Background: an optimization exercise with open tools, aiming at small area and a short achievable clock period. Do not read the settings as production practice. At most, simulation tests tie the RTL to the original design; equivalence was not proved. No functional check of the RTL was part of runs 1 and 7. Power and IR drop assume default switching activity.

==> flow/design.v (outline; a module is shown in full before it is edited, if it fits) <==
// module mul8: 14 lines
// module mul16: 1100 lines
// module mul16_fa: 4 lines
// module mul16_cpa: 141 lines
// module mul16_xnor: 3 lines
module mul16(
    input clk,
    input logic[15:0] a,
    input logic[15:0] b,
    output logic[31:0] r
);
  // ...
==> flow/flow/run.sh <==
#!/bin/bash
set -uo pipefail
here=$(pwd)
export BUFFER_PORTS_ARGS="-buffer_cell sky130_fd_sc_hd__buf_4"
export PRE_RESIZE_TCL="$here/flow/outbuf.tcl"
bash standard.sh > standard.log 2>&1
==> flow/flow/outbuf.tcl <==
# Sourced by ORFS's resize.tcl before repair_design: the buffer that buffer_ports put on
# each output port becomes a sky130_fd_sc_hd__buf_1.
set n 0
foreach port [get_ports -filter "direction==output"] {
  set net [get_nets [get_full_name $port]]
  foreach pin [get_pins -of_objects $net -filter "direction==output"] {
    set inst [get_cells -of_objects $pin]
    if {[get_property $inst ref_name] eq "sky130_fd_sc_hd__buf_4"} {
      replace_cell $inst sky130_fd_sc_hd__buf_1
      incr n
    }
  }
}
puts "outbuf.tcl: $n output buffers made buf_1"
==> flow/standard.sh <==
#!/bin/bash
# synth_recipe.tcl (not shown) runs the flow's synth.tcl, then flattens the netlist and writes it again
# the make line also repeats each setting of config.mk as NAME=value (left out here)
make -C /OpenROAD-flow-scripts/flow DESIGN_CONFIG=/design/flow/config.mk WORK_HOME=/design/flow/orfs CLKGATE_MAP_FILE= SYNTH_SCRIPT=/design/flow/synth_recipe.tcl "${@:-finish}"
==> flow/config.mk <==
export PLATFORM = sky130hd
export DESIGN_NAME = mul16
export DESIGN_NICKNAME = mul16
export VERILOG_FILES = /design/flow/design.v
export SDC_FILE = /design/flow/constraint.sdc
export NUM_CORES = 4
export LEC_CHECK = 0
export CAP_MARGIN = 20
export CORE_MARGIN = 2
export CORE_UTILIZATION = 35
export CTS_BUF_LIST = sky130_fd_sc_hd__clkbuf_8
export CTS_CLUSTER_SIZE = 12
export SETUP_SLACK_MARGIN = 2.0
export SLEW_MARGIN = 20
export SYNTH_HIERARCHICAL = 1
export SYNTH_MINIMUM_KEEP_SIZE = 0
==> flow/constraint.sdc <==
create_clock -name core_clock -period 5.5 [get_ports {clk}]
set_input_delay 1.1000 -clock core_clock [delete_from_list [all_inputs] [get_ports {clk}]]
set_output_delay 1.1000 -clock core_clock [all_outputs]
set_load 0.01 [all_outputs]
==> flow_summary_export.csv, run 1 <==
group,metric,value,unit
outcome,outcome,"complete, no violations",
sta,max_freq,295,MHz
cells_and_area,final_cell_mix,"nand2_1, fa_1, dfxtp_1",
setup_path,start_kind,"register",
routing,routedWlPerCell,17.1,um
hold_path,min_path_cells,1,
die,initial_core_util,0.358,
pwr,ir_drop,0.000488,V
hold_path,min_path_type,"register to register",
setup_path,r2r_end,"r[30]",
pwr,power-top-group,"combinational cells",
clock_network,clock_latency,0.39,ns
sta,tns,0,ns
setup_path,cp_max_fo,3,
cells_and_area,clock_area_frac,0.0186,
sta,fin_crit_sh,0.616,
die,die_area,0.0263,mm2
place,place_congestion,0.824,
global_routing,grt_pass1_vias,5835,
cells_and_area,dominant_cells,"multi-input gates",
die,taps,324,
pwr,combinationalPowerShare,0.696,
clock_network,cts_buffers,9,
cells_and_area,fin_nets,1045,
place,dp_hpwl,14.5,mm
cells_and_area,regMostFlops,"q",
pwr,pg_seq,0.00130,W
routing,dr.pass1.iters,5,
yosys,yosys_warnings,7,
setup_path,cpPeakStageDelay,0.58,ns
routing,vias,5435,
routing,routed-wl-met3,1.32,mm
cells_and_area,top_regs,"q (72), r (32)",
cells_and_area,seqCellArea,0.00208,mm2
job,maxCapViolations,0,
setup_path,criticalPathCategory,"register to register",
global_routing,grt.overflow.total,0,
routing,drt-met1-wl,7.78,mm
routing,vias_per_cell,4.87,
clock_network,htreeDepth,3,
==> module mul16_cpa, before the edit <==
module mul16_cpa(input [25:0] gi, input [25:0] pi, output [24:0] co);
    wire g0 = gi[0] | pi[0];
    wire p0 = pi[0];
    wire g1 = gi[1];
    wire p1 = pi[1];
    wire g2 = gi[2];
    wire p2 = pi[2];
    wire g3 = gi[3];
    wire p3 = pi[3];
    wire g4 = gi[4];
    wire p4 = pi[4];
    wire g5 = gi[5];
    wire p5 = pi[5];
    wire g6 = gi[6];
    wire p6 = pi[6];
    wire g7 = gi[7];
    wire p7 = pi[7];
    wire g8 = gi[8];
    wire p8 = pi[8];
    wire g9 = gi[9];
    wire p9 = pi[9];
    wire g10 = gi[10];
    wire p10 = pi[10];
    wire g11 = gi[11];
    wire p11 = pi[11];
    wire g12 = gi[12];
    wire p12 = pi[12];
    wire g13 = gi[13];
    wire p13 = pi[13];
    wire g14 = gi[14];
    wire p14 = pi[14];
    wire g15 = gi[15];
    wire p15 = pi[15];
    wire g16 = gi[16];
    wire p16 = pi[16];
    wire g17 = gi[17];
    wire p17 = pi[17];
    wire g18 = gi[18];
    wire p18 = pi[18];
    wire g19 = gi[19];
    wire p19 = pi[19];
    wire g20 = gi[20];
    wire p20 = pi[20];
    wire g21 = gi[21];
    wire p21 = pi[21];
    wire g22 = gi[22];
    wire p22 = pi[22];
    wire g23 = gi[23];
    wire p23 = pi[23];
    wire g24 = gi[24];
    wire p24 = pi[24];
    wire g25 = gi[25];
    wire p25 = pi[25];
    wire G1 = g1 | (p1 & g0);
    wire P1 = p1 & p0;
    wire G2 = g2 | (p2 & G1);
    wire P2 = p2 & P1;
    wire G3 = g3 | (p3 & G2);
    wire P3 = p3 & P2;
    wire G4 = g5 | (p5 & g4);
    wire P4 = p5 & p4;
    wire G5 = g6 | (p6 & G4);
    wire P5 = p6 & P4;
    wire G6 = g4 | (p4 & G3);
    wire P6 = p4 & P3;
    wire G7 = G4 | (P4 & G3);
    wire P7 = P4 & P3;
    wire G8 = G5 | (P5 & G3);
    wire P8 = P5 & P3;
    wire G9 = g8 | (p8 & g7);
    wire P9 = p8 & p7;
    wire G10 = g7 | (p7 & G8);
    wire P10 = p7 & P8;
    wire G11 = G9 | (P9 & G8);
    wire P11 = P9 & P8;
    wire G12 = g10 | (p10 & g9);
    wire P12 = p10 & p9;
    wire G13 = g11 | (p11 & G12);
    wire P13 = p11 & P12;
    wire G14 = g9 | (p9 & G11);
    wire P14 = p9 & P11;
    wire G15 = G12 | (P12 & G11);
    wire P15 = P12 & P11;
    wire G16 = G13 | (P13 & G11);
    wire P16 = P13 & P11;
    wire G17 = g13 | (p13 & g12);
    wire P17 = p13 & p12;
    wire G18 = g14 | (p14 & G17);
    wire P18 = p14 & P17;
    wire G19 = g15 | (p15 & G18);
    wire P19 = p15 & P18;
    wire G20 = g12 | (p12 & G16);
    wire P20 = p12 & P16;
    wire G21 = G17 | (P17 & G16);
    wire P21 = P17 & P16;
    wire G22 = G18 | (P18 & G16);
    wire P22 = P18 & P16;
    wire G23 = G19 | (P19 & G16);
    wire P23 = P19 & P16;
    wire G24 = g17 | (p17 & g16);
    wire P24 = p17 & p16;
    wire G25 = g18 | (p18 & G24);
    wire P25 = p18 & P24;
    wire G26 = g19 | (p19 & G25);
    wire P26 = p19 & P25;
    wire G27 = g20 | (p20 & G26);
    wire P27 = p20 & P26;
    wire G28 = g21 | (p21 & G27);
    wire P28 = p21 & P27;
    wire G29 = g22 | (p22 & G28);
    wire P29 = p22 & P28;
    wire G30 = g23 | (p23 & G29);
    wire P30 = p23 & P29;
    wire G31 = g25 | (p25 & g24);
    wire P31 = p25 & p24;
    wire G32 = g24 | (p24 & G30);
    wire P32 = p24 & P30;
    wire G33 = G31 | (P31 & G30);
    wire P33 = P31 & P30;
    wire G34 = g16 | (p16 & G23);
    wire P34 = p16 & P23;
    wire G35 = G24 | (P24 & G23);
    wire P35 = P24 & P23;
    wire G36 = G25 | (P25 & G23);
    wire P36 = P25 & P23;
    wire G37 = G26 | (P26 & G23);
    wire P37 = P26 & P23;
    wire G38 = G27 | (P27 & G23);
    wire P38 = P27 & P23;
    wire G39 = G28 | (P28 & G23);
    wire P39 = P28 & P23;
    wire G40 = G29 | (P29 & G23);
    wire P40 = P29 & P23;
    wire G41 = G30 | (P30 & G23);
    wire P41 = P30 & P23;
    wire G42 = G32 | (P32 & G23);
    wire P42 = P32 & P23;
    wire G43 = G33 | (P33 & G23);
    wire P43 = P33 & P23;
    assign co = {G42, G41, G40, G39, G38, G37, G36, G35, G34, G23, G22, G21, G20, G16, G15, G14, G11, G10, G8, G7, G6, G3, G2, G1, g0};
endmodule
==> run 2, diff against run 1 <==
--- a/flow/design.v
+++ b/flow/design.v
@@ -1187,73 +1187,197 @@
     wire P8 = P5 & P3;
-    wire G9 = g8 | (p8 & g7);
-    wire P9 = p8 & p7;
-    wire G10 = g7 | (p7 & G8);
-    wire P10 = p7 & P8;
-    wire G11 = G9 | (P9 & G8);
-    wire P11 = P9 & P8;
-    wire G12 = g10 | (p10 & g9);
-    wire P12 = p10 & p9;
-    wire G13 = g11 | (p11 & G12);
-    wire P13 = p11 & P12;
-    wire G14 = g9 | (p9 & G11);
-    wire P14 = p9 & P11;
-    wire G15 = G12 | (P12 & G11);
-    wire P15 = P12 & P11;
-    wire G16 = G13 | (P13 & G11);
-    wire P16 = P13 & P11;
-    wire G17 = g13 | (p13 & g12);
-    wire P17 = p13 & p12;
-    wire G18 = g14 | (p14 & G17);
-    wire P18 = p14 & P17;
-    wire G19 = g15 | (p15 & G18);
-    wire P19 = p15 & P18;
-    wire G20 = g12 | (p12 & G16);
-    wire P20 = p12 & P16;
-    wire G21 = G17 | (P17 & G16);
-    wire P21 = P17 & P16;
-    wire G22 = G18 | (P18 & G16);
-    wire P22 = P18 & P16;
-    wire G23 = G19 | (P19 & G16);
-    wire P23 = P19 & P16;
-    wire G24 = g17 | (p17 & g16);
-    wire P24 = p17 & p16;
-    wire G25 = g18 | (p18 & G24);
-    wire P25 = p18 & P24;
-    wire G26 = g19 | (p19 & G25);
-    wire P26 = p19 & P25;
-    wire G27 = g20 | (p20 & G26);
-    wire P27 = p20 & P26;
-    wire G28 = g21 | (p21 & G27);
-    wire P28 = p21 & P27;
-    wire G29 = g22 | (p22 & G28);
-    wire P29 = p22 & P28;
-    wire G30 = g23 | (p23 & G29);
-    wire P30 = p23 & P29;
-    wire G31 = g25 | (p25 & g24);
-    wire P31 = p25 & p24;
-    wire G32 = g24 | (p24 & G30);
-    wire P32 = p24 & P30;
-    wire G33 = G31 | (P31 & G30);
-    wire P33 = P31 & P30;
-    wire G34 = g16 | (p16 & G23);
-    wire P34 = p16 & P23;
-    wire G35 = G24 | (P24 & G23);
-    wire P35 = P24 & P23;
-    wire G36 = G25 | (P25 & G23);
-    wire P36 = P25 & P23;
-    wire G37 = G26 | (P26 & G23);
-    wire P37 = P26 & P23;
-    wire G38 = G27 | (P27 & G23);
-    wire P38 = P27 & P23;
-    wire G39 = G28 | (P28 & G23);
-    wire P39 = P28 & P23;
-    wire G40 = G29 | (P29 & G23);
-    wire P40 = P29 & P23;
-    wire G41 = G30 | (P30 & G23);
-    wire P41 = P30 & P23;
-    wire G42 = G32 | (P32 & G23);
-    wire P42 = P32 & P23;
-    wire G43 = G33 | (P33 & G23);
-    wire P43 = P33 & P23;
-    assign co = {G42, G41, G40, G39, G38, G37, G36, G35, G34, G23, G22, G21, G20, G16, G15, G14, G11, G10, G8, G7, G6, G3, G2, G1, g0};
+    wire G9 = g7 | (p7 & G8);
+    wire P9 = p7 & P8;
+    wire G10 = g9 | (p9 & g8);
+    wire P10 = p9 & p8;
+    wire G11 = g10 | (p10 & G10);
+    wire P11 = p10 & P10;
+    wire G12 = g8 | (p8 & G9);
+    wire P12 = p8 & P9;
+    wire G13 = G10 | (P10 & G9);
+    wire P13 = P10 & P9;
+    wire G14 = G11 | (P11 & G9);
+    wire P14 = P11 & P9;
+    wire G15 = g12 | (p12 & g11);
+    wire P15 = p12 & p11;
+    wire G16 = g17 | (p17 & g16);
+    wire P16 = p17 & p16;
+    wire G17 = g21 | (p21 & g20);
+    wire P17 = p21 & p20;
+    wire G18 = g22 | (p22 & G17);
+    wire P18 = p22 & P17;
+    wire G19 = g24 | (p24 & g23);
+    wire P19 = p24 & p23;
+    wire G20 = g25 | (p25 & G19);
+    wire P20 = p25 & P19;
+    wire G21 = g23 | (p23 & G18);
+    wire P21 = p23 & P18;
+    wire G22 = G19 | (P19 & G18);
+    wire P22 = P19 & P18;
+    wire G23 = G20 | (P20 & G18);
+    wire P23 = P20 & P18;
+    wire G24 = g20 | (p20 & g19);
+    wire P24 = p20 & p19;
+    wire G25 = G17 | (P17 & g19);
+    wire P25 = P17 & p19;
+    wire G26 = G18 | (P18 & g19);
+    wire P26 = P18 & p19;
+    wire G27 = G21 | (P21 & g19);
+    wire P27 = P21 & p19;
+    wire G28 = G22 | (P22 & g19);
+    wire P28 = P22 & p19;
+    wire G29 = G23 | (P23 & g19);
+    wire P29 = P23 & p19;
+    wire G30 = g19 | (p19 & g18);
+    wire P30 = p19 & p18;
+    wire G31 = G24 | (P24 & g18);
+    wire P31 = P24 & p18;
+    wire G32 = G25 | (P25 & g18);
+    wire P32 = P25 & p18;
+    wire G33 = G26 | (P26 & g18);
+    wire P33 = P26 & p18;
+    wire G34 = G27 | (P27 & g18);
+    wire P34 = P27 & p18;
+    wire G35 = G28 | (P28 & g18);
+    wire P35 = P28 & p18;
+    wire G36 = G29 | (P29 & g18);
+    wire P36 = P29 & p18;
+    wire G37 = g18 | (p18 & G16);
+    wire P37 = p18 & P16;
+    wire G38 = G30 | (P30 & G16);
+    wire P38 = P30 & P16;
+    wire G39 = G31 | (P31 & G16);
+    wire P39 = P31 & P16;
+    wire G40 = G32 | (P32 & G16);
+    wire P40 = P32 & P16;
+    wire G41 = G33 | (P33 & G16);
+    wire P41 = P33 & P16;
+    wire G42 = G34 | (P34 & G16);
+    wire P42 = P34 & P16;
+    wire G43 = G35 | (P35 & G16);
+    wire P43 = P35 & P16;
+    wire G44 = G36 | (P36 & G16);
+    wire P44 = P36 & P16;
+    wire G45 = g16 | (p16 & g15);
+    wire P45 = p16 & p15;
+    wire G46 = G16 | (P16 & g15);
+    wire P46 = P16 & p15;
+    wire G47 = G37 | (P37 & g15);
+    wire P47 = P37 & p15;
+    wire G48 = G38 | (P38 & g15);
+    wire P48 = P38 & p15;
+    wire G49 = G39 | (P39 & g15);
+    wire P49 = P39 & p15;
+    wire G50 = G40 | (P40 & g15);
+    wire P50 = P40 & p15;
+    wire G51 = G41 | (P41 & g15);
+    wire P51 = P41 & p15;
+    wire G52 = G42 | (P42 & g15);
+    wire P52 = P42 & p15;
+    wire G53 = G43 | (P43 & g15);
+    wire P53 = P43 & p15;
+    wire G54 = G44 | (P44 & g15);
+    wire P54 = P44 & p15;
+    wire G55 = g15 | (p15 & g14);
+    wire P55 = p15 & p14;
+    wire G56 = G45 | (P45 & g14);
+    wire P56 = P45 & p14;
+    wire G57 = G46 | (P46 & g14);
+    wire P57 = P46 & p14;
+    wire G58 = G47 | (P47 & g14);
+    wire P58 = P47 & p14;
+    wire G59 = G48 | (P48 & g14);
+    wire P59 = P48 & p14;
+    wire G60 = G49 | (P49 & g14);
+    wire P60 = P49 & p14;
+    wire G61 = G50 | (P50 & g14);
+    wire P61 = P50 & p14;
+    wire G62 = G51 | (P51 & g14);
+    wire P62 = P51 & p14;
+    wire G63 = G52 | (P52 & g14);
+    wire P63 = P52 & p14;
+    wire G64 = G53 | (P53 & g14);
+    wire P64 = P53 & p14;
+    wire G65 = G54 | (P54 & g14);
+    wire P65 = P54 & p14;
+    wire G66 = g14 | (p14 & g13);
+    wire P66 = p14 & p13;
+    wire G67 = G55 | (P55 & g13);
+    wire P67 = P55 & p13;
+    wire G68 = G56 | (P56 & g13);
+    wire P68 = P56 & p13;
+    wire G69 = G57 | (P57 & g13);
+    wire P69 = P57 & p13;
+    wire G70 = G58 | (P58 & g13);
+    wire P70 = P58 & p13;
+    wire G71 = G59 | (P59 & g13);
+    wire P71 = P59 & p13;
+    wire G72 = G60 | (P60 & g13);
+    wire P72 = P60 & p13;
+    wire G73 = G61 | (P61 & g13);
+    wire P73 = P61 & p13;
+    wire G74 = G62 | (P62 & g13);
+    wire P74 = P62 & p13;
+    wire G75 = G63 | (P63 & g13);
+    wire P75 = P63 & p13;
+    wire G76 = G64 | (P64 & g13);
+    wire P76 = P64 & p13;
+    wire G77 = G65 | (P65 & g13);
+    wire P77 = P65 & p13;
+    wire G78 = g13 | (p13 & G15);
+    wire P78 = p13 & P15;
+    wire G79 = G66 | (P66 & G15);
+    wire P79 = P66 & P15;
+    wire G80 = G67 | (P67 & G15);
+    wire P80 = P67 & P15;
+    wire G81 = G68 | (P68 & G15);
+    wire P81 = P68 & P15;
+    wire G82 = G69 | (P69 & G15);
+    wire P82 = P69 & P15;
+    wire G83 = G70 | (P70 & G15);
+    wire P83 = P70 & P15;
+    wire G84 = G71 | (P71 & G15);
+    wire P84 = P71 & P15;
+    wire G85 = G72 | (P72 & G15);
+    wire P85 = P72 & P15;
+    wire G86 = G73 | (P73 & G15);
+    wire P86 = P73 & P15;
+    wire G87 = G74 | (P74 & G15);
+    wire P87 = P74 & P15;
+    wire G88 = G75 | (P75 & G15);
+    wire P88 = P75 & P15;
+    wire G89 = G76 | (P76 & G15);
+    wire P89 = P76 & P15;
+    wire G90 = G77 | (P77 & G15);
+    wire P90 = P77 & P15;
+    wire G91 = g11 | (p11 & G14);
+    wire P91 = p11 & P14;
+    wire G92 = G15 | (P15 & G14);
+    wire P92 = P15 & P14;
+    wire G93 = G78 | (P78 & G14);
+    wire P93 = P78 & P14;
+    wire G94 = G79 | (P79 & G14);
+    wire P94 = P79 & P14;
+    wire G95 = G80 | (P80 & G14);
+    wire P95 = P80 & P14;
+    wire G96 = G81 | (P81 & G14);
+    wire P96 = P81 & P14;
+    wire G97 = G82 | (P82 & G14);
+    wire P97 = P82 & P14;
+    wire G98 = G83 | (P83 & G14);
+    wire P98 = P83 & P14;
+    wire G99 = G84 | (P84 & G14);
+    wire P99 = P84 & P14;
+    wire G100 = G85 | (P85 & G14);
+    wire P100 = P85 & P14;
+    wire G101 = G86 | (P86 & G14);
+    wire P101 = P86 & P14;
+    wire G102 = G87 | (P87 & G14);
+    wire P102 = P87 & P14;
+    wire G103 = G88 | (P88 & G14);
+    wire P103 = P88 & P14;
+    wire G104 = G89 | (P89 & G14);
+    wire P104 = P89 & P14;
+    wire G105 = G90 | (P90 & G14);
+    wire P105 = P90 & P14;
+    assign co = {G104, G103, G102, G101, G100, G99, G98, G97, G96, G95, G94, G93, G92, G91, G14, G13, G12, G9, G8, G7, G6, G3, G2, G1, g0};
 endmodule
--- a/flow/config.mk
+++ b/flow/config.mk
@@ -12,3 +12,3 @@
 export CTS_CLUSTER_SIZE = 12
-export SETUP_SLACK_MARGIN = 2.0
+export SETUP_SLACK_MARGIN = 1.0
 export SLEW_MARGIN = 20
==> flow_summary_export.csv, run 2 <==
group,metric,value,unit
outcome,outcome,"complete, no violations",
pwr,ir_drop,0.000307,V
pwr,leakage,3.37,nW
die,die_area,0.0265,mm2
sta,setup_viol,0,
global_routing,gr-usage-all-layers,0.159,
sta,report.final.slew_viol_count,0,
clock_network,root_buffer,"clkbuf_8",
pwr,switchingPower,0.00258,W
setup_path,crit_arrival,3.78,ns
yosys,yosys_warnings,7,
cells_and_area,final_area,0.00934,mm2
setup_path,cp_data_required_time,5.76,ns
clock_network,clock_latency,0.39,ns
sta,fin_crit,3.52,ns
routing,vias_per_cell,4.83,
cells_and_area,instances_no_fill,1136,
yosys,synthCells,815,
routing,routedWlPerCell,17.5,um
place,portBuffers,64,
clock_network,cts_hold_buf,0,
setup_path,r2r_start,"q[40]",
pwr,pwr-share-seq,0.223,
sta,max_freq,284,MHz
cells_and_area,area_growth,5.89,%
pwr,clockPowerShare,0.093,
clock_network,path_clk_slew,0.10,ns
setup_path,criticalPathCategory,"input pin to register",
clock_network,cts_buffers,9,
routing,wl,19.9,mm
sta,hold-worst-slack,0.363,ns
yosys,syn_nets,1073,
sta,worst_pin_slew,0.445,ns
clock_network,postCtsSetupRepairBufs,0,
setup_path,crit_start,"b[9]",
die,dieHeight,163,um
cells_and_area,largest_reg_flops,72,
global_routing,grt_pass1_wl,32.0,mm
clock_network,cts.path.max_buffers,2,
die,num_io_pins,65,
sta,finClkSkew,0.0127,ns
cells_and_area,antenna_cells,0,
cells_and_area,layout-drive-gt1-share,0.0856,
setup_path,r2r_end,"r[30]",
global_routing,grt.overflow.total,0,
sta,slew_headroom,0.703,
die,rows,58,
sta,rsz0062_at_grt,"false",
cells_and_area,mostFrequentLayoutCell,"nand2_1",
routing,dr.pass1.iters,5,
die,die_w,163,um
pwr,switching_share,0.437,
place,place_inst,1120,
pwr,power.total,0.00591,W
pwr,p_int,0.00332,W
yosys,syn_area_per_cell,10.8,um2
cells_and_area,fin_nets,1059,
die,initial_core_util,0.353,
pwr,power.density,633,mW/mm2
hold_path,min_path_type,"register to register",
setup_path,r2r_setup_slack,2.34,ns
cells_and_area,top_regs,"q (72), r (32)",
global_routing,grt_max_degree,18,
die,core_area,0.0250,mm2
sta,final_hold_viol_count,0,
clock_network,htreeDepth,3,
cells_and_area,final_cell_mix,"nand2_1, fa_1, dfxtp_1",
setup_path,cp_max_fo,16,
cells_and_area,regMostFlops,"q",
routing,ant_nets,0,
cells_and_area,nFillCells,2493,
setup_path,crit_end,"q[34]",
yosys,synth_area,0.00882,mm2
setup_path,cp-end-kind,"register",
place,place_congestion,0.868,
routing,vias,5487,
sta,fin_crit_sh,0.640,
sta,tns,0,ns
clock_network,cts_tree,"yes",
place,post_dp_cell_area,0.00911,mm2
clock_network,cts_resized,0,
clock_network,clock_sinks,104,
setup_path,start_kind,"input pin",
routing,drtIter0Drc,401,
job,maxCapViolations,0,
place,dp_hpwl,15.1,mm
routing,route.detailed.drc,0,
pwr,combinationalPowerShare,0.684,
setup_path,ff2ff_path_depth,10,
global_routing,grt_pass1_vias,5986,
global_routing,antenna_found_initial,0,
-- run 2: per-stage QoR --
step	worst slack, ns	utilization
floorplan	1.53	-
finish	1.98	0.374
global route	1.94	0.374
CTS	2.01	0.374
global placement	1.62	0.370
detailed placement	1.60	0.365
-- run 2: cell type report --
| type | count | area [um2] | area share |
|---|---|---|---|
| Clock buffer | 10 | 138 | 0.0147 |
| Clock inverter | 6 | 90.1 | 0.00965 |
| Inverter | 12 | 45.0 | 0.00482 |
| Multi-Input combinational cell | 610 | 6210 | 0.665 |
| Sequential cell | 104 | 2080 | 0.223 |
| Tap cell | 330 | 413 | 0.0442 |
| Timing Repair Buffer | 64 | 360 | 0.0386 |
-- run 2: power groups by stage --
stage	clock (W)	sequential, W	combinational, W
after detailed placement	0	0.00134	0.00407
after floorplan	0	0.00136	0.00372
after CTS	0.000576	0.00133	0.00410
after global routing	0.000601	0.00136	0.00457
after global placement	0	0.00134	0.00412
final	0.000551	0.00132	0.00404
-- run 2: per-layer routing --
layer	up-vias	GRT usage	wire (um)
met5	-	0	0
met4	0	0.0426	339
met3	22	0.0364	1420
met2	218	0.243	9160
met1	2809	0.227	9010
li1	2438	-	-
-- run 2: worst max-delay path: stages --
cell,delay (ns)
buf_4,0.21
nand2_1,0.12
fa_1,0.47
fa_1,0.47
fa_1,0.52
fa_1,0.44
fa_1,0.45
-- run 2: how the worst min path moves through the flow --
stage	from	end	slack (ns)	depth (start not counted)
final	q[4]	r[4]	0.36	1
after floorplan	q[0]	r[0]	0.34	1
after CTS	q[4]	r[4]	0.37	1
after global placement	q[2]	r[2]	0.34	1
after detailed placement	q[4]	r[4]	0.35	1
after global routing	q[5]	r[5]	0.36	1
==> run 3, diff against run 2 <==
--- a/flow/config.mk
+++ b/flow/config.mk
@@ -12,3 +12,3 @@
 export CTS_CLUSTER_SIZE = 12
-export SETUP_SLACK_MARGIN = 1.0
+export SETUP_SLACK_MARGIN = 2.15
 export SLEW_MARGIN = 20
==> flow_summary_export.csv, run 3 <==
group,metric,value,unit
routing,ant_nets,0,
clock_network,cts_resized,0,
pwr,ir_drop,0.000290,V
setup_path,crit_arrival,3.54,ns
cells_and_area,regMostFlops,"q",
routing,dr.pass1.iters,5,
routing,routed-wl-met3,1.55,mm
cells_and_area,instances_no_fill,1135,
pwr,switching_share,0.442,
sta,fin_crit,3.27,ns
clock_network,cts.path.max_buffers,2,
routing,met2_length,9.84,mm
routing,drt-met1-wl,9.24,mm
cells_and_area,final_cell_mix,"nand2_1, fa_1, dfxtp_1",
setup_path,cp-end-kind,"register",
setup_path,cp_data_required_time,5.77,ns
sta,fin_crit_sh,0.594,
setup_path,cp_common_cell,"fa_1",
cells_and_area,fin_nets,1059,
sta,max_freq,306,MHz
clock_network,cts_buffers,9,
cells_and_area,area_growth,7.78,%
setup_path,start_kind,"input pin",
yosys,syn_nets,1073,
sta,slew_headroom,0.739,
die,die_area,0.0265,mm2
cells_and_area,seqCellArea,0.00208,mm2
clock_network,clock_sinks,104,
clock_network,cts_tree,"yes",
global_routing,antenna_found_initial,0,
place,portBuffers,64,
routing,vias,5612,
place,dp_hpwl,15.6,mm
pwr,power.density,621,mW/mm2
pwr,combinationalPowerShare,0.694,
place,place_inst,1120,
setup_path,cpPeakStageDelay,0.58,ns
routing,routed.top_layer,"met4",
die,core_area,0.0250,mm2
sta,tns,0,ns
clock_network,htreeDepth,3,
pwr,clockPowerShare,0.084,
yosys,synthCells,815,
clock_network,path_clk_slew,0.11,ns
cells_and_area,layout-drive-gt1-share,0.170,
yosys,synth_area,0.00882,mm2
clock_network,root_buffer,"clkbuf_8",
die,die_w,163,um
cells_and_area,final_util,0.381,
clock_network,cts_hold_buf,0,
hold_path,min_path_type,"register to register",
routing,wl,20.9,mm
cells_and_area,antenna_cells,0,
sta,finClkSkew,0.0201,ns
cells_and_area,top_regs,"q (72), r (32)",
pwr,power.total,0.00590,W
routing,routedWlPerCell,18.4,um
pwr,switchingPower,0.00261,W
routing,route.detailed.drc,0,
die,rows,58,
global_routing,grt_pass1_vias,6335,
place,place_congestion,0.793,
cells_and_area,multiInputGateArea,0.00641,mm2
global_routing,grt_max_degree,18,
clock_network,clock_latency,0.39,ns
sta,worst_pin_slew,0.392,ns
die,initial_core_util,0.353,
global_routing,gr-usage-all-layers,0.169,
die,dieHeight,163,um
yosys,syn_area_per_cell,10.8,um2
sta,rsz0062_at_grt,"false",
pwr,pwr-share-seq,0.222,
setup_path,cp_max_fo,17,
job,maxCapViolations,0,
sta,final_hold_viol_count,0,
routing,drtIter0Drc,378,
cells_and_area,largest_reg_flops,72,
die,num_io_pins,65,
pwr,p_int,0.00329,W
global_routing,grt_pass1_wl,33.9,mm
sta,report.final.slew_viol_count,0,
cells_and_area,mostFrequentLayoutCell,"nand2_1",
setup_path,crit_chain,"buf_4 -> nand2_1 -> fa_1 -> fa_1 -> fa_1 -> fa_1",
yosys,yosys_warnings,7,
cells_and_area,nFillCells,2500,
routing,vias_per_cell,4.94,
sta,hold-worst-slack,0.369,ns
global_routing,grt.overflow.total,0,
clock_network,postCtsSetupRepairBufs,0,
setup_path,crit_slowest_cell,"fa_1",
sta,setup_viol,0,
setup_path,criticalPathCategory,"input pin to register",
pwr,leakage,3.38,nW
outcome,outcome,"complete, no violations",
run 3: area by class of cell:
cell class                 instances  share of cell area
clock buffer                       9              0.0130
clock inverter                     6             0.00711
inverter                          12             0.00474
multi-input combinational        610               0.675
sequential                       104               0.219
tap                              330              0.0434
timing repair buffer              64              0.0379
run 3: final timing paths:
check              from  endpoint  slack (ns)  cells past startpoint
hold reg to reg    q[0]      r[0]        0.37                      1
setup reg to reg  q[40]     r[28]        2.39                     10
hold / removal     q[0]      r[0]        0.37                      1
setup / recovery   a[0]     q[18]        2.23                      6
run 3: per-layer routing:
| metal | vias up | global-route usage |
|---|---|---|
| met2 | 225 | 0.274 |
| met4 | 0 | 0.0527 |
| met5 | - | 0 |
| met3 | 26 | 0.0359 |
| li1 | 2435 | - |
| met1 | 2926 | 0.227 |
run 3: worst max-delay path, delay by kind of cell:
kind / cells / cell delay [ns]
adders and majority gates: 4 / 2.06
buffers and inverters: 1 / 0.24
and+or+nand+nor: 1 / 0.13
run 3: through the flow:
step / area [um2] / setup slack (ns)
2_1_floorplan: 9530 / 2.01
3_3_place_gp: 9430 / 1.87
3_5_place_dp: 9310 / 1.84
4_1_cts: 9500 / 2.27
5_1_grt: 9500 / 2.20
6_report: 9500 / 2.23
run 3: power by group through the flow:
stage          clock (W)  combinational (W)  sequential, W
2_1_floorplan          0            0.00378        0.00136
3_3_place_gp           0            0.00414        0.00134
3_5_place_dp           0            0.00413        0.00134
4_1_cts         0.000512            0.00415        0.00132
5_1_grt         0.000541            0.00462        0.00135
6_report        0.000496            0.00409        0.00131
==> run 4, diff against run 3 <==
--- a/flow/config.mk
+++ b/flow/config.mk
@@ -12,3 +12,3 @@
 export CTS_CLUSTER_SIZE = 12
-export SETUP_SLACK_MARGIN = 2.15
+export SETUP_SLACK_MARGIN = 2.0
 export SLEW_MARGIN = 20
==> flow_summary_export.csv, run 4 <==
group,metric,value,unit
hold_path,worstHoldEndpoint,"r[0]",
yosys,yosys_warnings,7,
routing,dr.pass1.iters,5,
setup_path,cp_num_buf_inv,1,
routing,vias_per_cell,4.88,
clock_network,cts_hold_buf,0,
setup_path,cp_max_fo,16,
setup_path,criticalPathCategory,"input pin to register",
sta,max_freq,309,MHz
sta,tns,0,ns
setup_path,r2r_start,"q[40]",
routing,ant_nets,0,
cells_and_area,final_util,0.376,
die,num_io_pins,65,
setup_path,crit_family,"adder cells",
global_routing,antenna_found_initial,0,
cells_and_area,mostFrequentLayoutCell,"nand2_1",
pwr,leakage,3.36,nW
clock_network,path_clk_slew,0.11,ns
cells_and_area,antenna_cells,0,
sta,hold-worst-slack,0.365,ns
cells_and_area,regMostFlops,"q",
setup_path,r2r_setup_slack,2.31,ns
setup_path,cp_data_required_time,5.78,ns
routing,vias,5540,
clock_network,htreeDepth,3,
yosys,syn_area_per_cell,10.8,um2
setup_path,crit_arrival,3.52,ns
clock_network,cts_buffers,9,
setup_path,r2r_end,"r[28]",
die,dieHeight,163,um
setup_path,start_kind,"input pin",
sta,rsz0062_at_grt,"false",
cells_and_area,area_growth,6.41,%
sta,fin_crit,3.24,ns
cells_and_area,largest_reg_flops,72,
place,dp_hpwl,15.5,mm
sta,final_hold_viol_count,0,
sta,fin_crit_sh,0.589,
global_routing,grt_max_degree,19,
die,initial_core_util,0.353,
pwr,power.density,629,mW/mm2
outcome,outcome,"complete, no violations",
yosys,synthCells,815,
place,post_dp_cell_area,0.00919,mm2
setup_path,cp_common_cell,"fa_2",
sta,report.final.slew_viol_count,0,
cells_and_area,fin_nets,1059,
clock_network,clock_sinks,104,
clock_network,cts_tree,"yes",
die,die_area,0.0265,mm2
setup_path,ff2ff_path_depth,10,
job,maxCapViolations,0,
routing,wl,20.4,mm
routing,drtIter0Drc,370,
global_routing,grt.overflow.total,0,
pwr,ir_drop,0.000323,V
yosys,syn_nets,1073,
hold_path,min_path_cells,1,
clock_network,cts_resized,0,
cells_and_area,top_regs,"q (72), r (32)",
sta,setup_viol,0,
die,core_area,0.0250,mm2
clock_network,postCtsSetupRepairBufs,0,
hold_path,min_from,"q[0]",
setup_path,crit_chain,"buf_4 -> nand2_1 -> fa_2 -> fa_2 -> fa_2 -> fa_1 -> fa_1",
cells_and_area,layout-drive-gt1-share,0.119,
global_routing,grt_pass1_wl,33.1,mm
die,rows,58,
sta,slew_headroom,0.744,
global_routing,grt_pass1_vias,6152,
cells_and_area,final_cell_mix,"nand2_1, fa_1, dfxtp_1",
setup_path,cpPeakStageDelay,0.52,ns
clock_network,root_buffer,"clkbuf_8",
routing,routedWlPerCell,17.9,um
hold_path,min_path_type,"register to register",
place,place_congestion,0.821,
clock_network,cts.path.max_buffers,2,
sta,finClkSkew,0.0177,ns
sta,worst_pin_slew,0.384,ns
setup_path,cp-end-kind,"register",
global_routing,gr-usage-all-layers,0.165,
routing,route.detailed.drc,0,
setup_path,crit_slowest_cell,"fa_1",
yosys,synth_area,0.00882,mm2
die,die_w,163,um
cells_and_area,final_area,0.00938,mm2
clock_network,clock_latency,0.40,ns
place,portBuffers,64,
-- run 4: cell count changes in the layout (fill, tap and decap cells not counted), sizes merged --
cell	previous run	this run
clkinvlp	2	1
inv	14	15
-- run 4: how the worst max path moves through the flow --
stage	slack [ns]	from	endpoint	depth (start not counted)
after floorplan	1.96	a[3]	q[18]	8
after global placement	1.88	a[0]	q[34]	7
after detailed placement	1.81	a[0]	q[34]	7
after CTS	2.27	a[0]	q[34]	7
after global routing	2.12	q[44]	r[28]	10
final	2.26	b[10]	q[48]	7
-- run 4: metal layers --
| metal | part of all wire | GRT usage | vias to the layer above |
|---|---|---|---|
| met5 | 0 | 0 | - |
| li1 | - | - | 2445 |
| met3 | 0.081 | 0.0420 | 28 |
| met2 | 0.46 | 0.258 | 210 |
| met4 | 0.017 | 0.0507 | 0 |
| met1 | 0.44 | 0.227 | 2857 |
-- run 4: cell type report --
| type | instances | area (um2) |
|---|---|---|
| fillers | 2492 | 15600 |
| well taps | 330 | 413 |
| clock buffers | 9 | 124 |
| multi-input cells | 610 | 6280 |
| inverters | 12 | 45.0 |
| clock inverters | 6 | 75.1 |
| repair buffers | 64 | 360 |
| flip-flops and latches | 104 | 2080 |
-- run 4: report_power, final --
| part | total (W) | switching, W | internal (W) | leakage [nW] |
|---|---|---|---|---|
| logic | 0.00408 | 0.00219 | 0.00189 | 2.39 |
| clock network | 0.000502 | 0.000287 | 0.000215 | 0.0982 |
| registers | 0.00132 | 0.000147 | 0.00117 | 0.875 |
-- run 4: metrics by stage --
step,cells,worst slack (ns),total power (W)
after global placement,1120,1.88,0.00547
after CTS,1135,2.27,0.00598
after detailed placement,1120,1.81,0.00545
final,1135,2.26,0.00590
after global routing,1135,2.12,0.00653
after floorplan,815,1.96,0.00513
==> run 5, diff against run 4 <==
--- a/flow/config.mk
+++ b/flow/config.mk
@@ -12,2 +12,3 @@
 export CTS_CLUSTER_SIZE = 12
+export PLACE_DENSITY = 0.5
 export SETUP_SLACK_MARGIN = 2.0
==> flow_summary_export.csv, run 5 <==
group,metric,value,unit
setup_path,ff2ff_path_depth,10,
clock_network,cts_tree,"yes",
setup_path,cp_data_required_time,5.77,ns
die,core_area,0.0250,mm2
cells_and_area,instances_no_fill,1136,
setup_path,cp-end-kind,"register",
hold_path,min_path_type,"register to register",
global_routing,grt_pass1_vias,5855,
cells_and_area,mostFrequentLayoutCell,"nand2_1",
routing,vias,5497,
place,place_congestion,0.805,
place,portBuffers,64,
pwr,leakage,3.35,nW
setup_path,r2r_end,"r[27]",
routing,drtIter0Drc,262,
setup_path,r2r_setup_slack,2.38,ns
routing,vias_per_cell,4.84,
die,die_area,0.0265,mm2
sta,finClkSkew,0.0133,ns
cells_and_area,area_growth,6.33,%
setup_path,cp_max_fo,17,
pwr,power.density,622,mW/mm2
sta,tns,0,ns
routing,dr.pass1.iters,5,
routing,ant_nets,0,
pwr,clockPowerShare,0.080,
outcome,outcome,"complete, no violations",
cells_and_area,regMostFlops,"q",
cells_and_area,antenna_cells,0,
sta,final_hold_viol_count,0,
global_routing,grt_max_degree,20,
pwr,combinationalPowerShare,0.697,
setup_path,crit_start,"a[0]",
die,die_w,163,um
clock_network,clock_latency,0.39,ns
setup_path,crit_arrival,3.55,ns
sta,worst_pin_slew,0.326,ns
sta,max_freq,305,MHz
sta,fin_crit,3.28,ns
yosys,syn_nets,1073,
cells_and_area,fin_nets,1059,
clock_network,cts_resized,0,
pwr,switchingPower,0.00259,W
setup_path,start_kind,"input pin",
sta,fin_crit_sh,0.597,
cells_and_area,nFillCells,2496,
clock_network,cts_hold_buf,0,
setup_path,r2r_start,"q[40]",
setup_path,criticalPathCategory,"input pin to register",
pwr,power.total,0.00583,W
yosys,syn_area_per_cell,10.8,um2
sta,slew_headroom,0.782,
setup_path,crit_chain,"buf_4 -> nand2_1 -> fa_2 -> fa_2 -> fa_1 -> fa_2 -> fa_1",
die,num_io_pins,65,
pwr,ir_drop,0.000364,V
routing,routedWlPerCell,18.2,um
setup_path,crit_slowest_cell,"fa_1",
cells_and_area,top_regs,"q (72), r (32)",
pwr,pwr-share-seq,0.223,
clock_network,clock_sinks,104,
global_routing,grt_pass1_wl,32.9,mm
clock_network,cts.path.max_buffers,2,
pwr,p_int,0.00324,W
sta,report.final.slew_viol_count,0,
clock_network,path_clk_slew,0.11,ns
cells_and_area,final_cell_mix,"nand2_1, fa_1, dfxtp_1",
die,dieHeight,163,um
clock_network,htreeDepth,3,
die,initial_core_util,0.353,
sta,rsz0062_at_grt,"false",
yosys,synth_area,0.00882,mm2
setup_path,cpPeakStageDelay,0.47,ns
routing,route.detailed.drc,0,
place,dp_hpwl,15.5,mm
routing,wl,20.7,mm
die,rows,58,
cells_and_area,layout-drive-gt1-share,0.120,
pwr,switching_share,0.444,
clock_network,root_buffer,"clkbuf_8",
yosys,yosys_warnings,7,
cells_and_area,largest_reg_flops,72,
global_routing,gr-usage-all-layers,0.165,
job,maxCapViolations,0,
place,place_inst,1120,
sta,setup_viol,0,
clock_network,postCtsSetupRepairBufs,0,
global_routing,grt.overflow.total,0,
setup_path,crit_end,"q[34]",
global_routing,antenna_found_initial,0,
yosys,synthCells,815,
setup_path,cp_common_cell,"fa_2",
clock_network,cts_buffers,9,
==> run 5: cell type report <==
type,instances,area [um2],area share
multi-input combinational,610,6280,0.670
sequential,104,2080,0.222
tap,330,413,0.0440
timing repair buffer,64,360,0.0384
clock buffer,9,124,0.0132
clock inverter,7,67.6,0.00721
inverter,12,45.0,0.00480
==> run 5: worst min-delay path by stage <==
stage / cells after the start / end / startpoint
2_1_floorplan: 1 / r[0] / q[0]
3_3_place_gp: 1 / r[3] / q[3]
3_5_place_dp: 1 / r[0] / q[0]
4_1_cts: 1 / r[0] / q[0]
5_1_grt: 1 / r[1] / q[1]
6_report: 1 / r[0] / q[0]
==> run 5: routing by layer <==
metal / global-route usage / wire length, um / up-vias
met4: 0.0511 / 302 / 0
met5: 0 / 0 / -
met3: 0.0362 / 1310 / 19
met1: 0.229 / 9480 / 2857
met2: 0.259 / 9610 / 185
li1: - / - / 2436
==> run 5: power groups by stage <==
stage | Combinational [W] | Clock [W] | Sequential, W
after floorplan | 0.00376 | 0 | 0.00136
after global placement | 0.00418 | 0 | 0.00133
after detailed placement | 0.00413 | 0 | 0.00133
after CTS | 0.00414 | 0.000497 | 0.00131
after global routing | 0.00461 | 0.000519 | 0.00134
final | 0.00407 | 0.000464 | 0.00130
==> run 5: metrics by stage <==
step,setup slack (ns),instance area [um2],utilization,hold slack (ns)
global placement,1.83,9310,0.373,0.339
global route,2.13,9380,0.376,0.384
CTS,2.23,9380,0.376,0.368
floorplan,1.96,9320,-,0.338
finish,2.22,9380,0.376,0.366
detailed placement,1.81,9190,0.368,0.341
==> run 5: critical path: cells and delay by family <==
| family | cells | cell delay [ns] |
|---|---|---|
| simple gates | 1 | 0.12 |
| buf+inv | 1 | 0.21 |
| fa+ha+maj | 5 | 2.10 |
==> run 6, diff against run 5 <==
--- a/flow/config.mk
+++ b/flow/config.mk
@@ -9,6 +9,5 @@
 export CORE_MARGIN = 2
-export CORE_UTILIZATION = 35
+export CORE_UTILIZATION = 30
 export CTS_BUF_LIST = sky130_fd_sc_hd__clkbuf_8
 export CTS_CLUSTER_SIZE = 12
-export PLACE_DENSITY = 0.5
 export SETUP_SLACK_MARGIN = 2.0
==> flow_summary_export.csv, run 6 <==
group,metric,value,unit
routing,drtIter0Drc,399,
global_routing,grt_pass1_wl,33.2,mm
place,place_congestion,0.831,
global_routing,top_usage_layer,"met2",
sta,final_hold_viol_count,0,
routing,vias,5572,
cells_and_area,final_area,0.00946,mm2
clock_network,path_clk_slew,0.10,ns
routing,routedWlPerCell,17.3,um
cells_and_area,top_regs,"q (72), r (32)",
clock_network,clock_latency,0.40,ns
global_routing,met1_usage,0.189,
sta,report.final.slew_viol_count,0,
yosys,syn_area_per_cell,10.8,um2
die,core_area,0.0289,mm2
clock_network,cts_hold_buf,0,
pwr,pwr-share-seq,0.224,
global_routing,antenna_found_initial,0,
sta,rsz0062_at_grt,"false",
sta,slew_headroom,0.743,
cells_and_area,fin_nets,1059,
job,maxCapViolations,0,
place,dp_hpwl,15.9,mm
clock_network,postCtsSetupRepairBufs,0,
clock_network,clock_sinks,104,
cells_and_area,instances_no_fill,1190,
setup_path,crit_family,"adder cells",
place,portBuffers,64,
yosys,syn_nets,1073,
hold_path,min_path_type,"register to register",
setup_path,crit_arrival,3.55,ns
sta,finClkSkew,0.0180,ns
cells_and_area,final_util,0.328,
clock_network,cts.path.max_buffers,2,
cells_and_area,layout-drive-gt1-share,0.120,
yosys,yosys_warnings,7,
setup_path,cp_max_fo,17,
setup_path,cp-end-kind,"register",
clock_network,cts_buffers,9,
global_routing,grt_util_met2,0.220,
setup_path,cp_data_required_time,5.77,ns
die,dieHeight,175,um
sta,setup_viol,0,
die,num_io_pins,65,
place,place_inst,1174,
routing,ant_nets,0,
routing,dr.pass1.iters,5,
outcome,outcome,"complete, no violations",
cells_and_area,final_cell_mix,"nand2_1, fa_1, dfxtp_1",
die,initial_core_util,0.306,
pwr,switching_share,0.444,
cells_and_area,antenna_cells,0,
cells_and_area,largest_reg_flops,72,
cells_and_area,regMostFlops,"q",
pwr,leakage,3.37,nW
routing,route.detailed.drc,0,
yosys,synth_area,0.00882,mm2
setup_path,r2r_setup_slack,2.36,ns
clock_network,cts_resized,0,
sta,tns,0,ns
pwr,power.density,627,mW/mm2
global_routing,grt_max_degree,19,
setup_path,cp_num_buf_inv,1,
clock_network,root_buffer,"clkbuf_8",
setup_path,criticalPathCategory,"input pin to register",
setup_path,start_kind,"input pin",
yosys,synthCells,815,
global_routing,gr-usage-all-layers,0.140,
cells_and_area,area_growth,7.31,%
setup_path,cp_common_cell,"fa_2",
die,rows,62,
global_routing,grt_pass1_vias,6150,
routing,vias_per_cell,4.68,
pwr,p_int,0.00330,W
sta,worst_pin_slew,0.386,ns
setup_path,cpPeakStageDelay,0.50,ns
sta,fin_crit_sh,0.597,
clock_network,cts_tree,"yes",
die,die_area,0.0308,mm2
global_routing,grt.overflow.total,0,
pwr,clockPowerShare,0.089,
place,post_dp_cell_area,0.00925,mm2
clock_network,htreeDepth,3,
die,die_w,175,um
global_routing,use_met3,0.0411,
pwr,switchingPower,0.00264,W
setup_path,crit_slowest_cell,"fa_1",
pwr,combinationalPowerShare,0.687,
routing,wl,20.6,mm
sta,max_freq,305,MHz
setup_path,crit_chain,"buf_4 -> nand2_1 -> fa_2 -> fa_1 -> fa_2 -> fa_2 -> fa_1",
pwr,ir_drop,0.000406,V
cells_and_area,mostFrequentLayoutCell,"nand2_1",
sta,fin_crit,3.28,ns
-- run 6: final cells by class --
type / instances / area (um2)
timing repair buffer: 64 / 360
multi-input combinational: 610 / 6280
tap: 384 / 480
clock inverter: 6 / 72.6
clock buffer: 10 / 138
sequential: 104 / 2080
inverter: 12 / 45.0
fill: 2959 / 19400
-- run 6: worst paths after layout --
check / to / cells past startpoint / startpoint
max: q[7] / 7 / a[0]
min reg2reg: r[1] / 1 / q[1]
max reg2reg: r[30] / 10 / q[40]
min: r[1] / 1 / q[1]
-- run 6: power groups by stage --
stage               Combinational (W)  Sequential, W  Clock (W)
global route                  0.00461        0.00137   0.000565
global placement              0.00412        0.00136          0
detailed placement            0.00412        0.00136          0
CTS                           0.00414        0.00134   0.000543
floorplan                     0.00376        0.00136          0
finish                        0.00408        0.00133   0.000525
-- run 6: metal layers --
metal / wire (um) / vias up
met5: 0 / -
met4: 340 / 0
met3: 1750 / 16
met2: 9490 / 208
met1: 9070 / 2912
li1: - / 2436
-- run 6: through the flow --
stage               setup WS [ns]  hold slack [ns]  power [W]
floorplan                    1.96            0.338    0.00513
global placement             1.89            0.339    0.00548
detailed placement           1.84            0.349    0.00548
CTS                          2.26            0.375    0.00602
global route                 2.18            0.386    0.00654
finish                       2.22            0.374    0.00593
-- run 6: worst reg2reg max path: stages (launching register included) --
cell      delay (ns)
dfxtp_1         0.33
fa_1            0.56
fa_1            0.43
ha_1            0.36
a211oi_2        0.28
o21ai_1         0.13
a32oi_2         0.25
nand2_2         0.21
o211ai_1        0.26
nand2_1         0.09
xnor2_1         0.18
==> run 7, diff against run 6 <==
--- a/flow/design.v
+++ b/flow/design.v
@@ -1173,54 +1173,54 @@
     wire P1 = p1 & p0;
-    wire G2 = g2 | (p2 & G1);
-    wire P2 = p2 & P1;
-    wire G3 = g3 | (p3 & G2);
-    wire P3 = p3 & P2;
-    wire G4 = g5 | (p5 & g4);
-    wire P4 = p5 & p4;
-    wire G5 = g6 | (p6 & G4);
-    wire P5 = p6 & P4;
-    wire G6 = g4 | (p4 & G3);
-    wire P6 = p4 & P3;
-    wire G7 = G4 | (P4 & G3);
-    wire P7 = P4 & P3;
-    wire G8 = G5 | (P5 & G3);
-    wire P8 = P5 & P3;
-    wire G9 = g7 | (p7 & G8);
-    wire P9 = p7 & P8;
-    wire G10 = g9 | (p9 & g8);
-    wire P10 = p9 & p8;
-    wire G11 = g10 | (p10 & G10);
-    wire P11 = p10 & P10;
-    wire G12 = g8 | (p8 & G9);
-    wire P12 = p8 & P9;
-    wire G13 = G10 | (P10 & G9);
-    wire P13 = P10 & P9;
-    wire G14 = G11 | (P11 & G9);
-    wire P14 = P11 & P9;
-    wire G15 = g12 | (p12 & g11);
-    wire P15 = p12 & p11;
-    wire G16 = g17 | (p17 & g16);
-    wire P16 = p17 & p16;
-    wire G17 = g21 | (p21 & g20);
-    wire P17 = p21 & p20;
-    wire G18 = g22 | (p22 & G17);
-    wire P18 = p22 & P17;
-    wire G19 = g24 | (p24 & g23);
-    wire P19 = p24 & p23;
-    wire G20 = g25 | (p25 & G19);
-    wire P20 = p25 & P19;
-    wire G21 = g23 | (p23 & G18);
-    wire P21 = p23 & P18;
-    wire G22 = G19 | (P19 & G18);
-    wire P22 = P19 & P18;
-    wire G23 = G20 | (P20 & G18);
-    wire P23 = P20 & P18;
-    wire G24 = g20 | (p20 & g19);
-    wire P24 = p20 & p19;
-    wire G25 = G17 | (P17 & g19);
-    wire P25 = P17 & p19;
+    wire G2 = g3 | (p3 & g2);
+    wire P2 = p3 & p2;
+    wire G3 = g2 | (p2 & G1);
+    wire P3 = p2 & P1;
+    wire G4 = G2 | (P2 & G1);
+    wire P4 = P2 & P1;
+    wire G5 = g5 | (p5 & g4);
+    wire P5 = p5 & p4;
+    wire G6 = g6 | (p6 & G5);
+    wire P6 = p6 & P5;
+    wire G7 = g4 | (p4 & G4);
+    wire P7 = p4 & P4;
+    wire G8 = G5 | (P5 & G4);
+    wire P8 = P5 & P4;
+    wire G9 = G6 | (P6 & G4);
+    wire P9 = P6 & P4;
+    wire G10 = g7 | (p7 & G9);
+    wire P10 = p7 & P9;
+    wire G11 = g9 | (p9 & g8);
+    wire P11 = p9 & p8;
+    wire G12 = g10 | (p10 & G11);
+    wire P12 = p10 & P11;
+    wire G13 = g8 | (p8 & G10);
+    wire P13 = p8 & P10;
+    wire G14 = G11 | (P11 & G10);
+    wire P14 = P11 & P10;
+    wire G15 = G12 | (P12 & G10);
+    wire P15 = P12 & P10;
+    wire G16 = g12 | (p12 & g11);
+    wire P16 = p12 & p11;
+    wire G17 = g17 | (p17 & g16);
+    wire P17 = p17 & p16;
+    wire G18 = g21 | (p21 & g20);
+    wire P18 = p21 & p20;
+    wire G19 = g22 | (p22 & G18);
+    wire P19 = p22 & P18;
+    wire G20 = g24 | (p24 & g23);
+    wire P20 = p24 & p23;
+    wire G21 = g25 | (p25 & G20);
+    wire P21 = p25 & P20;
+    wire G22 = g23 | (p23 & G19);
+    wire P22 = p23 & P19;
+    wire G23 = G20 | (P20 & G19);
+    wire P23 = P20 & P19;
+    wire G24 = G21 | (P21 & G19);
+    wire P24 = P21 & P19;
+    wire G25 = g20 | (p20 & g19);
+    wire P25 = p20 & p19;
     wire G26 = G18 | (P18 & g19);
     wire P26 = P18 & p19;
-    wire G27 = G21 | (P21 & g19);
-    wire P27 = P21 & p19;
+    wire G27 = G19 | (P19 & g19);
+    wire P27 = P19 & p19;
     wire G28 = G22 | (P22 & g19);
@@ -1229,6 +1229,6 @@
     wire P29 = P23 & p19;
-    wire G30 = g19 | (p19 & g18);
-    wire P30 = p19 & p18;
-    wire G31 = G24 | (P24 & g18);
-    wire P31 = P24 & p18;
+    wire G30 = G24 | (P24 & g19);
+    wire P30 = P24 & p19;
+    wire G31 = g19 | (p19 & g18);
+    wire P31 = p19 & p18;
     wire G32 = G25 | (P25 & g18);
@@ -1243,24 +1243,24 @@
     wire P36 = P29 & p18;
-    wire G37 = g18 | (p18 & G16);
-    wire P37 = p18 & P16;
-    wire G38 = G30 | (P30 & G16);
-    wire P38 = P30 & P16;
-    wire G39 = G31 | (P31 & G16);
-    wire P39 = P31 & P16;
-    wire G40 = G32 | (P32 & G16);
-    wire P40 = P32 & P16;
-    wire G41 = G33 | (P33 & G16);
-    wire P41 = P33 & P16;
-    wire G42 = G34 | (P34 & G16);
-    wire P42 = P34 & P16;
-    wire G43 = G35 | (P35 & G16);
-    wire P43 = P35 & P16;
-    wire G44 = G36 | (P36 & G16);
-    wire P44 = P36 & P16;
-    wire G45 = g16 | (p16 & g15);
-    wire P45 = p16 & p15;
-    wire G46 = G16 | (P16 & g15);
-    wire P46 = P16 & p15;
-    wire G47 = G37 | (P37 & g15);
-    wire P47 = P37 & p15;
+    wire G37 = G30 | (P30 & g18);
+    wire P37 = P30 & p18;
+    wire G38 = g18 | (p18 & G17);
+    wire P38 = p18 & P17;
+    wire G39 = G31 | (P31 & G17);
+    wire P39 = P31 & P17;
+    wire G40 = G32 | (P32 & G17);
+    wire P40 = P32 & P17;
+    wire G41 = G33 | (P33 & G17);
+    wire P41 = P33 & P17;
+    wire G42 = G34 | (P34 & G17);
+    wire P42 = P34 & P17;
+    wire G43 = G35 | (P35 & G17);
+    wire P43 = P35 & P17;
+    wire G44 = G36 | (P36 & G17);
+    wire P44 = P36 & P17;
+    wire G45 = G37 | (P37 & G17);
+    wire P45 = P37 & P17;
+    wire G46 = g16 | (p16 & g15);
+    wire P46 = p16 & p15;
+    wire G47 = G17 | (P17 & g15);
+    wire P47 = P17 & p15;
     wire G48 = G38 | (P38 & g15);
@@ -1279,6 +1279,6 @@
     wire P54 = P44 & p15;
-    wire G55 = g15 | (p15 & g14);
-    wire P55 = p15 & p14;
-    wire G56 = G45 | (P45 & g14);
-    wire P56 = P45 & p14;
+    wire G55 = G45 | (P45 & g15);
+    wire P55 = P45 & p15;
+    wire G56 = g15 | (p15 & g14);
+    wire P56 = p15 & p14;
     wire G57 = G46 | (P46 & g14);
@@ -1301,6 +1301,6 @@
     wire P65 = P54 & p14;
-    wire G66 = g14 | (p14 & g13);
-    wire P66 = p14 & p13;
-    wire G67 = G55 | (P55 & g13);
-    wire P67 = P55 & p13;
+    wire G66 = G55 | (P55 & g14);
+    wire P66 = P55 & p14;
+    wire G67 = g14 | (p14 & g13);
+    wire P67 = p14 & p13;
     wire G68 = G56 | (P56 & g13);
@@ -1325,59 +1325,61 @@
     wire P77 = P65 & p13;
-    wire G78 = g13 | (p13 & G15);
-    wire P78 = p13 & P15;
-    wire G79 = G66 | (P66 & G15);
-    wire P79 = P66 & P15;
-    wire G80 = G67 | (P67 & G15);
-    wire P80 = P67 & P15;
-    wire G81 = G68 | (P68 & G15);
-    wire P81 = P68 & P15;
-    wire G82 = G69 | (P69 & G15);
-    wire P82 = P69 & P15;
-    wire G83 = G70 | (P70 & G15);
-    wire P83 = P70 & P15;
-    wire G84 = G71 | (P71 & G15);
-    wire P84 = P71 & P15;
-    wire G85 = G72 | (P72 & G15);
-    wire P85 = P72 & P15;
-    wire G86 = G73 | (P73 & G15);
-    wire P86 = P73 & P15;
-    wire G87 = G74 | (P74 & G15);
-    wire P87 = P74 & P15;
-    wire G88 = G75 | (P75 & G15);
-    wire P88 = P75 & P15;
-    wire G89 = G76 | (P76 & G15);
-    wire P89 = P76 & P15;
-    wire G90 = G77 | (P77 & G15);
-    wire P90 = P77 & P15;
-    wire G91 = g11 | (p11 & G14);
-    wire P91 = p11 & P14;
-    wire G92 = G15 | (P15 & G14);
-    wire P92 = P15 & P14;
-    wire G93 = G78 | (P78 & G14);
-    wire P93 = P78 & P14;
-    wire G94 = G79 | (P79 & G14);
-    wire P94 = P79 & P14;
-    wire G95 = G80 | (P80 & G14);
-    wire P95 = P80 & P14;
-    wire G96 = G81 | (P81 & G14);
-    wire P96 = P81 & P14;
-    wire G97 = G82 | (P82 & G14);
-    wire P97 = P82 & P14;
-    wire G98 = G83 | (P83 & G14);
-    wire P98 = P83 & P14;
-    wire G99 = G84 | (P84 & G14);
-    wire P99 = P84 & P14;
-    wire G100 = G85 | (P85 & G14);
-    wire P100 = P85 & P14;
-    wire G101 = G86 | (P86 & G14);
-    wire P101 = P86 & P14;
-    wire G102 = G87 | (P87 & G14);
-    wire P102 = P87 & P14;
-    wire G103 = G88 | (P88 & G14);
-    wire P103 = P88 & P14;
-    wire G104 = G89 | (P89 & G14);
-    wire P104 = P89 & P14;
-    wire G105 = G90 | (P90 & G14);
-    wire P105 = P90 & P14;
-    assign co = {G104, G103, G102, G101, G100, G99, G98, G97, G96, G95, G94, G93, G92, G91, G14, G13, G12, G9, G8, G7, G6, G3, G2, G1, g0};
+    wire G78 = G66 | (P66 & g13);
+    wire P78 = P66 & p13;
+    wire G79 = g13 | (p13 & G16);
+    wire P79 = p13 & P16;
+    wire G80 = G67 | (P67 & G16);
+    wire P80 = P67 & P16;
+    wire G81 = G68 | (P68 & G16);
+    wire P81 = P68 & P16;
+    wire G82 = G69 | (P69 & G16);
+    wire P82 = P69 & P16;
+    wire G83 = G70 | (P70 & G16);
+    wire P83 = P70 & P16;
+    wire G84 = G71 | (P71 & G16);
+    wire P84 = P71 & P16;
+    wire G85 = G72 | (P72 & G16);
+    wire P85 = P72 & P16;
+    wire G86 = G73 | (P73 & G16);
+    wire P86 = P73 & P16;
+    wire G87 = G74 | (P74 & G16);
+    wire P87 = P74 & P16;
+    wire G88 = G75 | (P75 & G16);
+    wire P88 = P75 & P16;
+    wire G89 = G76 | (P76 & G16);
+    wire P89 = P76 & P16;
+    wire G90 = G77 | (P77 & G16);
+    wire P90 = P77 & P16;
+    wire G91 = G78 | (P78 & G16);
+    wire P91 = P78 & P16;
+    wire G92 = g11 | (p11 & G15);
+    wire P92 = p11 & P15;
+    wire G93 = G16 | (P16 & G15);
+    wire P93 = P16 & P15;
+    wire G94 = G79 | (P79 & G15);
+    wire P94 = P79 & P15;
+    wire G95 = G80 | (P80 & G15);
+    wire P95 = P80 & P15;
+    wire G96 = G81 | (P81 & G15);
+    wire P96 = P81 & P15;
+    wire G97 = G82 | (P82 & G15);
+    wire P97 = P82 & P15;
+    wire G98 = G83 | (P83 & G15);
+    wire P98 = P83 & P15;
+    wire G99 = G84 | (P84 & G15);
+    wire P99 = P84 & P15;
+    wire G100 = G85 | (P85 & G15);
+    wire P100 = P85 & P15;
+    wire G101 = G86 | (P86 & G15);
+    wire P101 = P86 & P15;
+    wire G102 = G87 | (P87 & G15);
+    wire P102 = P87 & P15;
+    wire G103 = G88 | (P88 & G15);
+    wire P103 = P88 & P15;
+    wire G104 = G89 | (P89 & G15);
+    wire P104 = P89 & P15;
+    wire G105 = G90 | (P90 & G15);
+    wire P105 = P90 & P15;
+    wire G106 = G91 | (P91 & G15);
+    wire P106 = P91 & P15;
+    assign co = {G105, G104, G103, G102, G101, G100, G99, G98, G97, G96, G95, G94, G93, G92, G15, G14, G13, G10, G9, G8, G7, G4, G3, G1, g0};
 endmodule
--- a/flow/config.mk
+++ b/flow/config.mk
@@ -9,3 +9,3 @@
 export CORE_MARGIN = 2
-export CORE_UTILIZATION = 30
+export CORE_UTILIZATION = 35
 export CTS_BUF_LIST = sky130_fd_sc_hd__clkbuf_8
==> flow_summary_export.csv, run 7 <==
group,metric,value,unit
outcome,outcome,"complete, no violations",
global_routing,antenna_found_initial,1,
pwr,power.density,612,mW/mm2
global_routing,grt_pass1_vias,5940,
cells_and_area,fin_nets,1047,
routing,vias,5410,
global_routing,grt_pass1_wl,32.3,mm
routing,ant_nets,0,
cells_and_area,mostFrequentLayoutCell,"nand2_1",
clock_network,clock_sinks,104,
sta,worst_pin_slew,0.561,ns
place,portBuffers,64,
clock_network,cts.path.max_buffers,2,
clock_network,cts_buffers,9,
sta,report.final.slew_viol_count,0,
global_routing,grt.overflow.total,0,
clock_network,cts_resized,0,
sta,rsz0062_at_grt,"false",
clock_network,root_buffer,"clkbuf_8",
yosys,synthCells,803,
sta,max_freq,301,MHz
cells_and_area,regMostFlops,"q",
place,place_ws,1.78,ns
job,maxCapViolations,0,
die,initial_core_util,0.352,
sta,tns,0,ns
hold_path,min_path_type,"register to register",
yosys,yosys_warnings,7,
sta,setup_viol,0,
die,rows,58,
routing,drtIter0Drc,336,
routing,wl,19.9,mm
setup_path,criticalPathCategory,"input pin to register",
die,core_area,0.0250,mm2
cells_and_area,final_util,0.374,
setup_path,cp_data_required_time,5.77,ns
routing,route.detailed.drc,0,
sta,layout_setup_ws,2.18,ns
clock_network,cts_tree,"yes",
die,num_io_pins,65,
clock_network,cts_hold_buf,0,
pwr,leakage,3.36,nW
pwr,ir_drop,0.000315,V
setup_path,crit_arrival,3.59,ns
clock_network,clock_latency,0.39,ns
die,dieHeight,163,um
place,place_congestion,0.831,
yosys,synth_area,0.00880,mm2
cells_and_area,final_cell_mix,"nand2_1, fa_1, dfxtp_1",
yosys,syn_nets,1061,
sta,final_hold_viol_count,0,
clock_network,path_clk_slew,0.10,ns
routing,routedWlPerCell,17.7,um
sta,fin_crit_sh,0.604,
cells_and_area,top_regs,"q (72), r (32)",
global_routing,gr-usage-all-layers,0.163,
setup_path,cp_max_fo,17,
clock_network,postCtsSetupRepairBufs,0,
routing,dr.pass1.iters,5,
global_routing,grt_max_degree,19,
setup_path,start_kind,"input pin",
place,dp_hpwl,15.0,mm
cells_and_area,antenna_cells,0,
cells_and_area,largest_reg_flops,72,
setup_path,cp-end-kind,"register",
clock_network,htreeDepth,3,
sta,slew_headroom,0.623,
sta,finClkSkew,0.0234,ns
die,die_w,163,um
die,die_area,0.0264,mm2
sta,fin_crit,3.32,ns
routing,vias_per_cell,4.81,
cells_and_area,layout-drive-gt1-share,0.123,
cells_and_area,area_growth,6.20,%
yosys,syn_area_per_cell,11.0,um2
-- run 7: final timing paths --
kind         startpoint  endpoint  slack, ns  cells past startpoint
min reg2reg        q[5]      r[5]       0.36                      1
min                q[5]      r[5]       0.36                      1
max                a[0]     q[34]       2.18                      7
max reg2reg       q[44]     r[24]       2.30                     10
-- run 7: stage by stage --
step	cells	total power, W	hold slack (ns)	area, um2
after global placement	1108	0.00540	0.340	9290
after global routing	1124	0.00640	0.379	9350
final	1124	0.00572	0.363	9350
after detailed placement	1108	0.00538	0.343	9170
after CTS	1124	0.00585	0.366	9350
after floorplan	803	0.00504	0.338	9300
-- run 7: power by group --
| group | internal [W] | switching [W] | total [W] | leakage (nW) |
|---|---|---|---|---|
| logic | 0.00191 | 0.00205 | 0.00396 | 2.39 |
| registers | 0.00117 | 0.000142 | 0.00131 | 0.875 |
| clock network | 0.000169 | 0.000279 | 0.000449 | 0.0915 |
-- run 7: cell type report --
cell class / instances / area [um2]
fill: 2487 / 15600
multi-input combinational: 602 / 6280
sequential: 104 / 2080
tap: 330 / 413
timing repair buffer: 64 / 360
clock buffer: 9 / 124
clock inverter: 7 / 55.1
inverter: 8 / 30.0
-- run 7: per-layer routing --
layer | vias to the layer above | wire length, um | GRT usage
met3 | 15 | 1480 | 0.0392
met2 | 177 | 9450 | 0.263
met4 | 0 | 250 | 0.0406
met1 | 2825 | 8700 | 0.222
met5 | - | 0 | 0
li1 | 2393 | - | -
-- run 7: critical path, cell delays in order --
cell and delay [ns]:
buf_4 0.22, nand2_1 0.12, fa_2 0.41, fa_2 0.39, fa_1 0.51, fa_2 0.37, fa_1 0.46

re-timing with driven ports:
No port has a modelled driver above. Below, the same layouts with a new extraction and two added sets of constraints.
Step 1, drivers: a clkbuf_16 drives clk and a buf_2 each remaining input, both assumed.
Step 2 adds t to the input delays and takes it off the output delays; t is the mean of the earliest and latest rising clock arrival at the registers after step 1. Input paths then give back, and output paths get back, about the clock's delay inside the block.
Three values: ideal ports, drivers, drivers and shift; two values: the first two.
run	t (ns)	setup slack, ns	latest minus earliest clock arrival (ns)	worst register clock-pin slew, ns	worst slew at a driven data input, ns
run 1	0.420	2.113 / 2.113 / 1.817	0.014 / 0.014	0.11 / 0.11	0.05
run 2	0.421	1.981 / 1.983 / 1.562	0.013 / 0.013	0.11 / 0.11	0.05
run 3	0.422	2.231 / 2.246 / 1.823	0.023 / 0.023	0.11 / 0.11	0.05
run 4	0.430	2.260 / 2.269 / 1.839	0.019 / 0.019	0.11 / 0.11	0.04
run 5	0.425	2.219 / 2.233 / 1.808	0.017 / 0.016	0.11 / 0.11	0.05
run 6	0.426	2.217 / 2.216 / 1.790	0.018 / 0.019	0.12 / 0.12	0.04
run 7	0.419	2.178 / 2.202 / 1.782	0.023 / 0.023	0.11 / 0.11	0.04
After both steps every run listed still meets setup and hold. The setup slack of run 6, which loses most, moves by -0.001 ns with the drivers and by -0.427 ns with both steps.
